Source: an optimization exercise on an open RTL-to-GDS flow (aim: small area, a short achievable clock period and few clock cycles per item). Production flows keep margins and buffers that such runs may drop.
RTL that was checked went through simulation tests only; none was proved equivalent to the original.
Function not checked in run 1: the RTL went through the layout flow alone.

==> flow/design.v (outline; a module is shown in full before it is edited, if it fits) <==
// module mul_tree: 1212 lines
// module fa: 4 lines
// module ha: 4 lines
// module bpp: 3 lines
// module proc: 248 lines
// module addsub32: 27 lines
module proc(
    i_clk    ,
    i_rstn   ,
    i_en     ,
    i_grant_rd  ,
    i_grant_wr  ,
    i_valid  ,
    i_instr ,
    i_data ,
    o_addr  ,
    o_finish ,
    o_req_rd,
    o_req_wr,
    o_ack    ,
    o_data   ,
    o_wr_size ,
    o_busy
);
  // ...
==> flow/flow/run.sh <==
#!/bin/bash
# Own flow: the standard ORFS flow (standard.sh, unchanged synthesis), with
#  - the port buffers made as sky130_fd_sc_hd__buf_1 instead of the default delay buffer,
#  - timing repair (floorplan, CTS, global route) aiming at extra setup slack.
# The make output goes to make.log; ORFS writes each step's log under orfs/logs/.
set -euo pipefail
export BUFFER_PORTS_ARGS="-buffer_cell sky130_fd_sc_hd__buf_1"
export SETUP_SLACK_MARGIN=7
bash standard.sh > make.log 2>&1
==> flow/standard.sh <==
#!/bin/bash
# synth_recipe.tcl (not shown) runs the flow's synth.tcl, then flattens the netlist and writes it again
# the make line also repeats each setting of config.mk as NAME=value (left out here)
make -C /OpenROAD-flow-scripts/flow DESIGN_CONFIG=/design/flow/config.mk WORK_HOME=/design/flow/orfs CLKGATE_MAP_FILE= SYNTH_SCRIPT=/design/flow/synth_recipe.tcl "${@:-finish}"
==> flow/config.mk <==
export PLATFORM = sky130hd
export DESIGN_NAME = proc
export DESIGN_NICKNAME = proc
export VERILOG_FILES = /design/flow/design.v
export SDC_FILE = /design/flow/constraint.sdc
export NUM_CORES = 4
export LEC_CHECK = 0
export ABC_CLOCK_PERIOD_IN_PS = 3500
export CAP_MARGIN = 20
export CORE_MARGIN = 2
export CORE_UTILIZATION = 55
export SLEW_MARGIN = 20
export SYNTH_HIERARCHICAL = 1
==> flow/constraint.sdc <==
create_clock -name core_clock -period 11.0 [get_ports {i_clk}]
set_input_delay 2.2000 -clock core_clock [delete_from_list [all_inputs] [get_ports {i_clk}]]
set_output_delay 2.2000 -clock core_clock [all_outputs]
set_load 0.01 [all_outputs]
==> impl_metrics.ini, run 1 <==
[synth]
synth_warnings = 8

[routing]
drtIter0Drc = 4118
wl_per_cell_um = 27.5
wl_met1_um = 71400
drt-total-wl_um = 168000
routed-wl-met3_um = 17100
drc = 0

[timing]
fin_ws_ns = 6.83
hold_slack_ns = 0.378
worst_pin_slew_ns = 1.13

[cells_and_area]
layout_common_cells = edfxtp_1 (440), xnor2_1 (429), ha_1 (335)
drive_gt1_share_pct = 21.5
diodes = 12
inverters = 241
reg_top3 = areg: 128 flops, rreg: 128 flops, breg: 96 flops
num-multi-input-gates = 3370
clk_share_pct = 4.55
layout.nonclk_buf_share_pct = 5.35
seq_area_um2 = 18200

[clock_tree]
ctsResizeCount = 241

[global_route]
grt_busiest_layer = met2
overflow = 0
grt_pass1_wl_um = 241000
grtUsageMet2_pct = 52.0
antenna_found_initial = 29

[die]
design.die.area_um2 = 91200
pin_count = 320
nWellTaps = 1165

[status]
status = finished clean

[worst_setup_path]
path_cells = buf_1, mux2i_1, a2111oi_0, a21oi_1, o221ai_1, nand2_1, o211ai_1, a21oi_2, xnor2_1, a211o_1
critical_path.max_fanout = 4
required_ns = 11.42

[placed_design]
portBuffers = 319

[min_path]
hold_class = flop to flop
==> module bpp, before the edit <==
module bpp(input a1, input a0, input one, input two, input neg, output p);
  assign p = ((one & a1) | (two & a0)) ^ neg;
endmodule
==> module addsub32, before the edit <==
module addsub32(input [31:0] a, input [31:0] b, input sub, output [31:0] y);
    wire [31:0] as = a ^ {32{sub}};
    wire [31:0] ga = a & {32{~sub}};       
    wire [31:0] gb = a & {32{sub}};        
    wire [31:0] p0 = as ^ b;               
    wire [31:0] g0 = (b & ga) | (~b & gb);  
    wire [31:0] g [0:5];
    wire [31:0] p [0:5];
    assign g[0] = {g0[30:0], sub};
    assign p[0] = {p0[30:0], 1'b0};
    genvar l, q;
    generate
        for (l = 0; l < 5; l = l + 1) begin : g_lvl
            for (q = 0; q < 32; q = q + 1) begin : g_pos
                if ((q >> l) & 1) begin : g_join
                    localparam integer J = ((q >> l) << l) - 1;
                    assign g[l+1][q] = g[l][q] | (p[l][q] & g[l][J]);
                    assign p[l+1][q] = p[l][q] & p[l][J];
                end else begin : g_pass
                    assign g[l+1][q] = g[l][q];
                    assign p[l+1][q] = p[l][q];
                end
            end
        end
    endgenerate
    assign y = p0 ^ g[5];
endmodule
==> inputs of run 2 (changes only) <==
--- a/flow/design.v
+++ b/flow/design.v
@@ -1062,17 +1062,17 @@
 ha u_s399(.a(c382), .b(s395), .s(s399), .co(c400));
 fa u_s401(.a(p104), .b(p128), .c(p150), .s(s401), .co(c402));
 fa u_s403(.a(p170), .b(p188), .c(p20), .s(s403), .co(c404));
 fa u_s405(.a(p204), .b(p218), .c(p50), .s(s405), .co(c406));
 fa u_s407(.a(p78), .b(c386), .c(c388), .s(s407), .co(c408));
 fa u_s409(.a(c390), .b(s401), .c(s403), .s(s409), .co(c410));
 fa u_s411(.a(s405), .b(c392), .c(c394), .s(s411), .co(c412));
 fa u_s413(.a(s407), .b(s409), .c(c396), .s(s413), .co(c414));
-ha u_s415(.a(c398), .b(s411), .s(s415), .co(c416));
+ha u_s415(.a(s411), .b(c398), .s(s415), .co(c416));
 fa u_s417(.a(neg10), .b(p105), .c(p129), .s(s417), .co(c418));
 fa u_s419(.a(p151), .b(p171), .c(p189), .s(s419), .co(c420));
 fa u_s421(.a(p205), .b(p21), .c(p219), .s(s421), .co(c422));
 fa u_s423(.a(p231), .b(p51), .c(p79), .s(s423), .co(c424));
 fa u_s425(.a(c402), .b(c404), .c(c406), .s(s425), .co(c426));
 fa u_s427(.a(s417), .b(s419), .c(s421), .s(s427), .co(c428));
 fa u_s429(.a(s423), .b(c408), .c(c410), .s(s429), .co(c430));
 fa u_s431(.a(s425), .b(s427), .c(c412), .s(s431), .co(c432));
@@ -1110,92 +1110,92 @@
 fa u_s495(.a(p155), .b(p175), .c(p193), .s(s495), .co(c496));
 fa u_s497(.a(p209), .b(p223), .c(p235), .s(s497), .co(c498));
 fa u_s499(.a(p245), .b(p25), .c(p253), .s(s499), .co(c500));
 fa u_s501(.a(p55), .b(p83), .c(c474), .s(s501), .co(c502));
 fa u_s503(.a(c476), .b(c478), .c(c480), .s(s503), .co(c504));
 fa u_s505(.a(s493), .b(s495), .c(s497), .s(s505), .co(c506));
 fa u_s507(.a(s499), .b(c482), .c(c484), .s(s507), .co(c508));
 fa u_s509(.a(s501), .b(s503), .c(s505), .s(s509), .co(c510));
-fa u_s511(.a(c486), .b(c488), .c(s507), .s(s511), .co(c512));
+fa u_s511(.a(c486), .b(s507), .c(c488), .s(s511), .co(c512));
 ha u_s513(.a(s509), .b(c490), .s(s513), .co(c514));
 fa u_s515(.a(p110), .b(p134), .c(p156), .s(s515), .co(c516));
 fa u_s517(.a(p176), .b(p194), .c(p210), .s(s517), .co(c518));
 fa u_s519(.a(p224), .b(p236), .c(p246), .s(s519), .co(c520));
 fa u_s521(.a(p254), .b(p26), .c(p56), .s(s521), .co(c522));
 fa u_s523(.a(p84), .b(c494), .c(c496), .s(s523), .co(c524));
 fa u_s525(.a(c498), .b(c500), .c(s515), .s(s525), .co(c526));
 fa u_s527(.a(s517), .b(s519), .c(s521), .s(s527), .co(c528));
 fa u_s529(.a(c502), .b(c504), .c(c506), .s(s529), .co(c530));
 fa u_s531(.a(s523), .b(s525), .c(s527), .s(s531), .co(c532));
-fa u_s533(.a(c508), .b(c510), .c(s529), .s(s533), .co(c534));
+fa u_s533(.a(c508), .b(s529), .c(c510), .s(s533), .co(c534));
 ha u_s535(.a(s531), .b(c512), .s(s535), .co(c536));
 fa u_s537(.a(neg13), .b(p111), .c(p135), .s(s537), .co(c538));
 fa u_s539(.a(p157), .b(p177), .c(p195), .s(s539), .co(c540));
 fa u_s541(.a(p211), .b(p225), .c(p237), .s(s541), .co(c542));
 fa u_s543(.a(p247), .b(p255), .c(p261), .s(s543), .co(c544));
 fa u_s545(.a(p27), .b(p57), .c(p85), .s(s545), .co(c546));
 fa u_s547(.a(c516), .b(c518), .c(c520), .s(s547), .co(c548));
 fa u_s549(.a(c522), .b(s537), .c(s539), .s(s549), .co(c550));
 fa u_s551(.a(s541), .b(s543), .c(s545), .s(s551), .co(c552));
 fa u_s553(.a(c524), .b(c526), .c(c528), .s(s553), .co(c554));
 fa u_s555(.a(s547), .b(s549), .c(s551), .s(s555), .co(c556));
-fa u_s557(.a(c530), .b(c532), .c(s553), .s(s557), .co(c558));
+fa u_s557(.a(c530), .b(s553), .c(c532), .s(s557), .co(c558));
 ha u_s559(.a(s555), .b(c534), .s(s559), .co(c560));
 fa u_s561(.a(p112), .b(p136), .c(p158), .s(s561), .co(c562));
 fa u_s563(.a(p178), .b(p196), .c(p212), .s(s563), .co(c564));
 fa u_s565(.a(p226), .b(p238), .c(p248), .s(s565), .co(c566));
 fa u_s567(.a(p256), .b(p262), .c(p28), .s(s567), .co(c568));
 fa u_s569(.a(p58), .b(p86), .c(c538), .s(s569), .co(c570));
 fa u_s571(.a(c540), .b(c542), .c(c544), .s(s571), .co(c572));
 fa u_s573(.a(c546), .b(s561), .c(s563), .s(s573), .co(c574));
 fa u_s575(.a(s565), .b(s567), .c(c548), .s(s575), .co(c576));
 fa u_s577(.a(c550), .b(c552), .c(s569), .s(s577), .co(c578));
 fa u_s579(.a(s571), .b(s573), .c(c554), .s(s579), .co(c580));
-fa u_s581(.a(s575), .b(c556), .c(s577), .s(s581), .co(c582));
+fa u_s581(.a(s575), .b(s577), .c(c556), .s(s581), .co(c582));
 ha u_s583(.a(s579), .b(c558), .s(s583), .co(c584));
 fa u_s585(.a(neg14), .b(p113), .c(p137), .s(s585), .co(c586));
 fa u_s587(.a(p159), .b(p179), .c(p197), .s(s587), .co(c588));
 fa u_s589(.a(p213), .b(p227), .c(p239), .s(s589), .co(c590));
 fa u_s591(.a(p249), .b(p257), .c(p263), .s(s591), .co(c592));
 fa u_s593(.a(p267), .b(p29), .c(p59), .s(s593), .co(c594));
 fa u_s595(.a(p87), .b(c562), .c(c564), .s(s595), .co(c596));
 fa u_s597(.a(c566), .b(c568), .c(s585), .s(s597), .co(c598));
 fa u_s599(.a(s587), .b(s589), .c(s591), .s(s599), .co(c600));
 fa u_s601(.a(s593), .b(c570), .c(c572), .s(s601), .co(c602));
 fa u_s603(.a(c574), .b(s595), .c(s597), .s(s603), .co(c604));
 fa u_s605(.a(s599), .b(c576), .c(c578), .s(s605), .co(c606));
 fa u_s607(.a(s601), .b(s603), .c(c580), .s(s607), .co(c608));
-ha u_s609(.a(c582), .b(s605), .s(s609), .co(c610));
+ha u_s609(.a(s605), .b(c582), .s(s609), .co(c610));
 fa u_s611(.a(p114), .b(p138), .c(p160), .s(s611), .co(c612));
 fa u_s613(.a(p180), .b(p198), .c(p214), .s(s613), .co(c614));
 fa u_s615(.a(p228), .b(p240), .c(p250), .s(s615), .co(c616));
 fa u_s617(.a(p258), .b(p264), .c(p268), .s(s617), .co(c618));
 fa u_s619(.a(p30), .b(p60), .c(p88), .s(s619), .co(c620));
 fa u_s621(.a(c586), .b(c588), .c(c590), .s(s621), .co(c622));
 fa u_s623(.a(c592), .b(c594), .c(s611), .s(s623), .co(c624));
 fa u_s625(.a(s613), .b(s615), .c(s617), .s(s625), .co(c626));
 fa u_s627(.a(s619), .b(c596), .c(c598), .s(s627), .co(c628));
 fa u_s629(.a(c600), .b(s621), .c(s623), .s(s629), .co(c630));
-fa u_s631(.a(s625), .b(c602), .c(c604), .s(s631), .co(c632));
-fa u_s633(.a(s627), .b(s629), .c(c606), .s(s633), .co(c634));
+fa u_s631(.a(s625), .b(c602), .c(s627), .s(s631), .co(c632));
+fa u_s633(.a(c604), .b(s629), .c(c606), .s(s633), .co(c634));
 ha u_s635(.a(s631), .b(c610), .s(s635), .co(c636));
 fa u_s637(.a(neg15), .b(p115), .c(p139), .s(s637), .co(c638));
 fa u_s639(.a(p161), .b(p181), .c(p199), .s(s639), .co(c640));
 fa u_s641(.a(p215), .b(p229), .c(p241), .s(s641), .co(c642));
 fa u_s643(.a(p251), .b(p259), .c(p265), .s(s643), .co(c644));
 fa u_s645(.a(p269), .b(p271), .c(p31), .s(s645), .co(c646));
 fa u_s647(.a(p61), .b(p89), .c(c612), .s(s647), .co(c648));
 fa u_s649(.a(c614), .b(c616), .c(c618), .s(s649), .co(c650));
 fa u_s651(.a(c620), .b(s637), .c(s639), .s(s651), .co(c652));
 fa u_s653(.a(s641), .b(s643), .c(s645), .s(s653), .co(c654));
 fa u_s655(.a(c622), .b(c624), .c(c626), .s(s655), .co(c656));
 fa u_s657(.a(s647), .b(s649), .c(s651), .s(s657), .co(c658));
-fa u_s659(.a(s653), .b(c628), .c(c630), .s(s659), .co(c660));
-fa u_s661(.a(s655), .b(s657), .c(c632), .s(s661), .co(c662));
+fa u_s659(.a(s653), .b(c628), .c(s655), .s(s659), .co(c660));
+fa u_s661(.a(c630), .b(s657), .c(c632), .s(s661), .co(c662));
 ha u_s663(.a(s659), .b(c634), .s(s663), .co(c664));
 assign x665 = p116 ^ p140 ^ p162;
 assign x666 = p182 ^ p200 ^ p216;
 assign x667 = p230 ^ p242 ^ p252;
 assign x668 = p260 ^ p266 ^ p270;
 assign x669 = p272 ^ p32 ^ p62;
 assign x670 = p90 ^ c638 ^ c640;
 assign x671 = c642 ^ c644 ^ c646;
@@ -1214,17 +1214,22 @@
   assign s = a ^ b ^ c;
   assign co = (a & b) | (a & c) | (b & c);
 endmodule
 module ha(input a, input b, output s, output co);
   assign s = a ^ b;
   assign co = a & b;
 endmodule
 module bpp(input a1, input a0, input one, input two, input neg, output p);
-  assign p = ((one & a1) | (two & a0)) ^ neg;
+  wire s;
+  ao22 u_s(.a(one), .b(a1), .c(two), .d(a0), .y(s));
+  assign p = s ^ neg;
+endmodule
+module ao22(input a, input b, input c, input d, output y);
+  assign y = (a & b) | (c & d);
 endmodule
 module proc(
     i_clk    ,
     i_rstn   ,
     i_en     ,
     i_grant_rd  ,
     i_grant_wr  ,
     i_valid  ,
@@ -1465,24 +1470,21 @@
     assign o_ack     = ack_r;
     assign o_req_rd  = rq_rd;
     assign o_req_wr  = rq_wr;
     assign o_data    = rreg;
     assign o_addr    = oaddr;
     assign o_wr_size = wsz;
 endmodule
 module addsub32(input [31:0] a, input [31:0] b, input sub, output [31:0] y);
-    wire [31:0] as = a ^ {32{sub}};
-    wire [31:0] ga = a & {32{~sub}};       
-    wire [31:0] gb = a & {32{sub}};        
-    wire [31:0] p0 = as ^ b;               
-    wire [31:0] g0 = (b & ga) | (~b & gb);  
+    wire [31:0] bx = b ^ {32{sub}};
+    wire [31:0] p0 = a ^ bx;
     wire [31:0] g [0:5];
     wire [31:0] p [0:5];
-    assign g[0] = {g0[30:0], sub};
+    assign g[0] = {a[30:0] & bx[30:0], sub};
     assign p[0] = {p0[30:0], 1'b0};
     genvar l, q;
     generate
         for (l = 0; l < 5; l = l + 1) begin : g_lvl
             for (q = 0; q < 32; q = q + 1) begin : g_pos
                 if ((q >> l) & 1) begin : g_join
                     localparam integer J = ((q >> l) << l) - 1;
                     assign g[l+1][q] = g[l][q] | (p[l][q] & g[l][J]);
==> flow/flow/run.sh (replaced) <==
#!/bin/bash
# Own flow: the standard ORFS flow (standard.sh, unchanged synthesis), with
#  - the port buffers made as sky130_fd_sc_hd__buf_1 instead of the default delay buffer,
#  - timing repair (floorplan, CTS, global route) aiming at extra setup slack.
# The make output goes to make.log; ORFS writes each step's log under orfs/logs/.
set -euo pipefail
export BUFFER_PORTS_ARGS="-buffer_cell sky130_fd_sc_hd__buf_1"
export SETUP_SLACK_MARGIN=7.3
bash standard.sh > make.log 2>&1
==> flow/config.mk (replaced) <==
export PLATFORM = sky130hd
export DESIGN_NAME = proc
export DESIGN_NICKNAME = proc
export VERILOG_FILES = /design/flow/design.v
export SDC_FILE = /design/flow/constraint.sdc
export NUM_CORES = 4
export LEC_CHECK = 0
export CAP_MARGIN = 20
export CORE_MARGIN = 2
export CORE_UTILIZATION = 65
export CTS_BUF_LIST = sky130_fd_sc_hd__clkbuf_4 sky130_fd_sc_hd__clkbuf_8
export SLEW_MARGIN = 20
export SYNTH_HIERARCHICAL = 1
==> run 2 against run 1 <==
Still clean. Clock skew grew 0.021 ns. First-iteration DRC count up 17%. Non-clock buffer count grew 65. Critical path depth rose by 4. Worst hold slack gained 0.011 ns. Register-to-register slack about the same. Critical endpoint is now rreg[31].
==> impl_metrics.ini, run 2 <==
[die]
pin_count = 320
die_height_um = 264
rows = 95
design.die.area_um2 = 69900
core_um2 = 67200
die_w_um = 264
start_util_pct = 65.6

[global_route]
antenna_found_initial = 30
grt_max_degree = 126
grt_pass1_vias = 33700
grtUsageTotal_pct = 40.5
overflow = 0
grt_pass1_wl_um = 210000

[placed_design]
gp_congestion = 0.986
portBuffers = 319
dp_slack_ns = 5.88
post-dp-hpwl_um = 99400
dp.cells = 5057

[clock_tree]
cts_sinks = 680
ctsLongestPathBuffers = 3
clk_pin_slew_ns = 0.06
cts_tree = done
worst_skew_pair.late_latency_ns = 0.76
cts-root-buf = clkbuf_8
cts_made_buffers = 111
htree_levels = 3

[timing]
min_period_ns = 4.19
slew_headroom_pct = 17.1
hold_slack_ns = 0.389
fin_ws_ns = 6.81
finClkSkew_ns = 0.0540
fin_crit_sh_pct = 38.1
worst_pin_slew_ns = 1.23
setup_violations = 0
fmax_mhz = 239
finalHoldViolCount = 0
setup-tns-final_ns = 0
rsz0062_at_grt = yes
timing.final.max_slew_violations = 0

[status]
status = finished clean

[cells_and_area]
fin_cells = 5442
drive_gt1_share_pct = 18.7
fin_util_pct = 77.5
syn2layout_area_growth_pct = 18.0
layout_common_cells = edfxtp_1 (440), xor2_1 (437), nand2_1 (275), a22o_1 (275), buf_1 (272)
final_nets = 5051
final_common_cell = edfxtp_1
reg_top3 = areg: 128 flops, rreg: 128 flops, breg: 96 flops

[worst_setup_path]
cp-end-kind = flop
required_ns = 11.45
critical_path.max_fanout = 6
start_kind = input pin
cp.arrival_ns = 4.64
worstSetupPathType = input pin to flop
rrSetupSlack_ns = 7.01

[routing]
wl_per_cell_um = 27.3
drtIter0Drc = 4803
final_antenna_net_count = 0
viasPerCell = 6.51
drtPass1Iterations = 8
drt-total-wl_um = 148000
vias = 35400
drc = 0

[min_path]
hold_class = flop to flop

[synth]
syn-mean-instance-area_um2 = 11.0
synth_warnings = 8
netlist_instances = 3990
synthesis.area_um2 = 44100

[run]
cap_violations = 0
## run 2: what timing repair did
action | in CTS | in global routing
resized for setup | 255 | 284
pin swaps | 144 | 144
setup buffers | 96 | 62
setup endpoints to repair | 291 | 130
hold buffers | 0 | 0
cloned | 1 | 2
## run 2: routing by layer
layer | part of all wire (%) | GRT usage, %
met1 | 39 | 56.9
met2 | 44 | 59.4
met3 | 13 | 11.4
met4 | 4.8 | 16.4
met5 | 0.13 | 0
## run 2: critical path: stages
cell      delay [ns]
buf_1           0.15
xor2_1          0.23
ha_1            0.34
a21oi_2         0.16
a21oi_1         0.12
a311oi_2        0.31
o21a_4          0.21
inv_4           0.05
a311oi_4        0.29
buf_4           0.18
o21ai_2         0.06
xnor2_1         0.13
a21oi_1         0.12
nand2_1         0.08
## run 2: path summary, 6_finish.rpt
path | from | to | cells after the start
hold / removal | s0_lane[0] | s1_lane[0] | 0
setup / recovery | i_data[13] | rreg[31] | 14
min in group asynchronous | i_rstn | s_ld2 | 2
hold reg to reg | s0_lane[0] | s1_lane[0] | 0
max in group asynchronous | i_rstn | rb | 2
setup reg to reg | op[0] | rreg[31] | 16
## run 2: area by class of cell
type | instances | area [um^2]
clock inverter | 47 | 365
clock buffer | 160 | 2000
tap | 873 | 1090
antenna | 17 | 42.5
multi-input combinational | 2896 | 25800
fill | 4366 | 15100
sequential | 680 | 18200
inverter | 217 | 833
timing repair buffer | 552 | 3730
## run 2: per-stage QoR
stage                     cell area (um^2)
after floorplan                      44400
after global placement               46100
after detailed placement             46100
after CTS                            50200
after global routing                 52000
final                                52000
Testbench counts of run 2, summed over its fixed seeds: cycles 21,430, items 15,905.

-- static timing again, ports no longer ideal --
Ports are ideal in the flow. The routed layouts listed here were re-timed in OpenROAD.
Step 1 (the two cells are an assumption about what drives the block):
set clk [get_ports {i_clk}]
set_driving_cell -lib_cell sky130_fd_sc_hd__clkbuf_16 $clk
set_driving_cell -lib_cell sky130_fd_sc_hd__buf_2 [delete_from_list [all_inputs] $clk]
Step 2 times the ports against the registers' clock, not the clock port: input delays grow and output delays shrink by t, the midpoint of the rising clock arrivals with the driver on.
a / b / c = ideal / step 1 / step 2; a / b = the first two.
run | t, ns | setup slack, ns | worst setup path at the end
run 1 | 0.726 | 6.826 / 6.874 / 6.149 | input to register
run 2 | 0.802 | 6.812 / 6.785 / 5.983 | input to register
After both steps every run listed still meets setup and hold. For run 2, which loses most, drivers alone change the setup slack by -0.027 ns; drivers and shift together by -0.829 ns.
